This design comes from an exercise in tuning for small area, a short achievable clock period and few clock cycles on the open sky130 flow, not from production work. Function was checked by simulation only, so behaviour that the tests miss may differ from the original. No activity file was given, so power comes from the tool's default toggle rates.

Setup of juniper:
==> flow/design.v <==
module divider(
	input wire [31:0] dividend,
	input wire [31:0] divisor,
	input clk,
	input rst,
	input start,
	output wire [31:0] quotient,
	output wire [31:0] remainder,
	output wire busy,
	output wire done
);
	reg [31:0] q;
	reg [31:0] r;
	reg [32:0] d;
	reg [3:0] cnt;
	reg running;
	reg done_r;
	assign quotient = q;
	assign remainder = r;
	assign busy = running;
	assign done = done_r;
	function [5:0] lzc;
		input [31:0] x;
		reg [15:0] v1; reg [15:0] c1;
		reg [7:0] v2; reg [15:0] c2;
		reg [3:0] v3; reg [11:0] c3;
		reg [1:0] v4; reg [7:0] c4;
		reg v5; reg [4:0] c5;
		integer k;
		begin
			for (k = 0; k < 16; k = k + 1) begin
				v1[k] = x[2*k+1] | x[2*k];
				c1[k] = ~x[2*k+1];
			end
			for (k = 0; k < 8; k = k + 1) begin
				v2[k] = v1[2*k+1] | v1[2*k];
				c2[2*k+:2] = v1[2*k+1] ? {1'b0, c1[2*k+1]} : {1'b1, c1[2*k]};
			end
			for (k = 0; k < 4; k = k + 1) begin
				v3[k] = v2[2*k+1] | v2[2*k];
				c3[3*k+:3] = v2[2*k+1] ? {1'b0, c2[4*k+2+:2]} : {1'b1, c2[4*k+:2]};
			end
			for (k = 0; k < 2; k = k + 1) begin
				v4[k] = v3[2*k+1] | v3[2*k];
				c4[4*k+:4] = v3[2*k+1] ? {1'b0, c3[6*k+3+:3]} : {1'b1, c3[6*k+:3]};
			end
			v5 = v4[1] | v4[0];
			c5 = v4[1] ? {1'b0, c4[7:4]} : {1'b1, c4[3:0]};
			lzc = v5 ? {1'b0, c5} : 6'd32;
		end
	endfunction
	wire [5:0] za = lzc(dividend);
	wire [5:0] zb = lzc(divisor);
	wire b_zero = (divisor == 32'd0);
	wire a_less = (za > zb);              
	wire [4:0] sh = zb[4:0] - za[4:0];    
	wire [32:0] s0 = {divisor, 1'b0};
	wire [32:0] s1 = sh[1] ? {s0[30:0], 2'b0} : s0;
	wire [32:0] s2 = sh[2] ? {s1[28:0], 4'b0} : s1;
	wire [32:0] s3 = sh[3] ? {s2[24:0], 8'b0} : s2;
	wire [32:0] s4 = sh[4] ? {s3[16:0], 16'b0} : s3;
	wire [32:0] d1 = d >> 1;
	wire [33:0] diff1 = {2'b0, r} - {1'b0, d};
	wire ge1 = ~diff1[33];
	wire [31:0] r1 = ge1 ? diff1[31:0] : r;
	wire [32:0] diff2 = {1'b0, r1} - {1'b0, d1[31:0]};
	wire ge2 = ~diff2[32];
	wire [31:0] r2 = ge2 ? diff2[31:0] : r1;
	always @(posedge clk) begin
		if (rst) begin
			running <= 1'b0;
			done_r <= 1'b0;
		end
		else if (!running) begin
			if (start) begin
				r <= dividend;
				d <= s4;
				cnt <= sh[4:1];
				q <= {32{b_zero}};
				running <= ~(b_zero | a_less);
				done_r <= b_zero | a_less;
			end
		end
		else begin
			r <= r2;
			q <= {q[29:0], ge1, ge2};
			d <= d >> 2;
			cnt <= cnt - 4'd1;
			if (cnt == 4'd0) begin
				running <= 1'b0;
				done_r <= 1'b1;
			end
		end
	end
endmodule
Settings: LEC_CHECK=0, CAP_MARGIN=20, CORE_MARGIN=2, CORE_UTILIZATION=40, PLACE_DENSITY=0.6, SETUP_SLACK_MARGIN=2, SLEW_MARGIN=20; clock period 8.0 ns.
run.sh (not shown) runs the stock make flow with config.mk's settings and CLKGATE_MAP_FILE= SYNTH_SCRIPT=/design/flow/synth_recipe.tcl, a recipe that flattens the netlist after the stock synthesis.
juniper: flow completed, timing, DRC and antenna clean
Testbench counts of juniper, summed over its fixed seeds: cycles 6,289.
--- input diff juniper..amber ---
==> flow/flow/run.sh (new file) <==
#!/bin/bash
set -euo pipefail
export BUFFER_PORTS_ARGS="-buffer_cell sky130_fd_sc_hd__buf_1"
bash standard.sh > standard_flow.log 2>&1
==> flow/standard.sh (new file) <==
#!/bin/bash
# synth_recipe.tcl (not shown) runs the flow's synth.tcl, then flattens the netlist and writes it again
# the make line also repeats each setting of config.mk as NAME=value (left out here)
make -C /OpenROAD-flow-scripts/flow DESIGN_CONFIG=/design/flow/config.mk WORK_HOME=/design/flow/orfs CLKGATE_MAP_FILE= SYNTH_SCRIPT=/design/flow/synth_recipe.tcl "${@:-finish}"
removed: flow/run.sh
[summary]
No stage failed in amber, and the final checks on the layout all came back clean. amber against juniper: clock group share of total power now larger; detailed-route wire length now smaller. amber vs juniper on last weighted congestion value of the routability-driven placer: amber is the lower one. Taking amber over juniper, the first-iteration DRC count ratio works out to 0.808. The layout overhead on the synthesized area of amber falls short of that of juniper by 8.9 points. Compared with juniper, amber is more frugal on power. Taking juniper as the reference, in amber switching share of total power has increased, basic-gate share of the synthesized area counting and, or, nand and nor cells about even.
## Diff of input files: nickel against amber
==> flow/flow/run.sh <==
#!/bin/bash
set -euo pipefail
export BUFFER_PORTS_ARGS="-buffer_cell sky130_fd_sc_hd__buf_2"
bash standard.sh > standard_flow.log 2>&1
==> comparison <==
- nickel finished every step from synthesis to the final layout, and the layout passed the timing, DRC and antenna checks.
- Re net count after synthesis: no difference whatsoever between nickel and amber.
- On share of cells above drive strength 1: between amber and nickel, it ends up lower for amber.
- Re worst-case setup slack after placement: amber and nickel aren't equal, and the lower value belongs to nickel.
- A most common cell after layout, fill and taps aside of sky130_fd_sc_hd__buf_1 is what amber shows, while sky130_fd_sc_hd__buf_2 belongs to nickel.
- The setup skew after layout of nickel and that of amber are within noise of each other.
- From amber to nickel the numbers moved as follows: die area ~0 delta, total wirelength of the detailed-routed design ~0 delta.
- nickel: part of the total power dissipated in combinational logic higher than amber
- Utilization amber -> nickel: up
- Taking amber as the reference, in nickel power higher; setup slack now smaller; post-layout instance area higher.

port drivers added, routing unchanged:
How much do the figures lean on ideal ports? The routed layouts below were timed once more, with nothing changed but the port constraints. Step 1: set_driving_cell puts a clkbuf_16 on clk and a buf_2 on each other input, an assumption about the parent block. Step 2 adds t to the input delays and takes it off the output delays; t is the mean of the earliest and latest rising clock arrival at the registers after step 1. Input paths then give back, and output paths get back, about the clock's delay inside the block. a / b / c = ideal ports / drivers / drivers and shift; a / b = the first two.
run	t (ns)	setup WS [ns]	hold slack, ns	worst setup path at the end	worst slew at a driven data input, ns
juniper	0.411	2.108 / 2.127 / 1.715	0.556 / 0.556 / 0.556	input to register	0.04
amber	0.414	2.242 / 2.263 / 1.849	0.554 / 0.554 / 0.554	input to register	0.03
nickel	0.408	2.143 / 2.166 / 1.758	0.549 / 0.549 / 0.549	input to register	0.03
After both steps setup and hold are still met in every run listed.
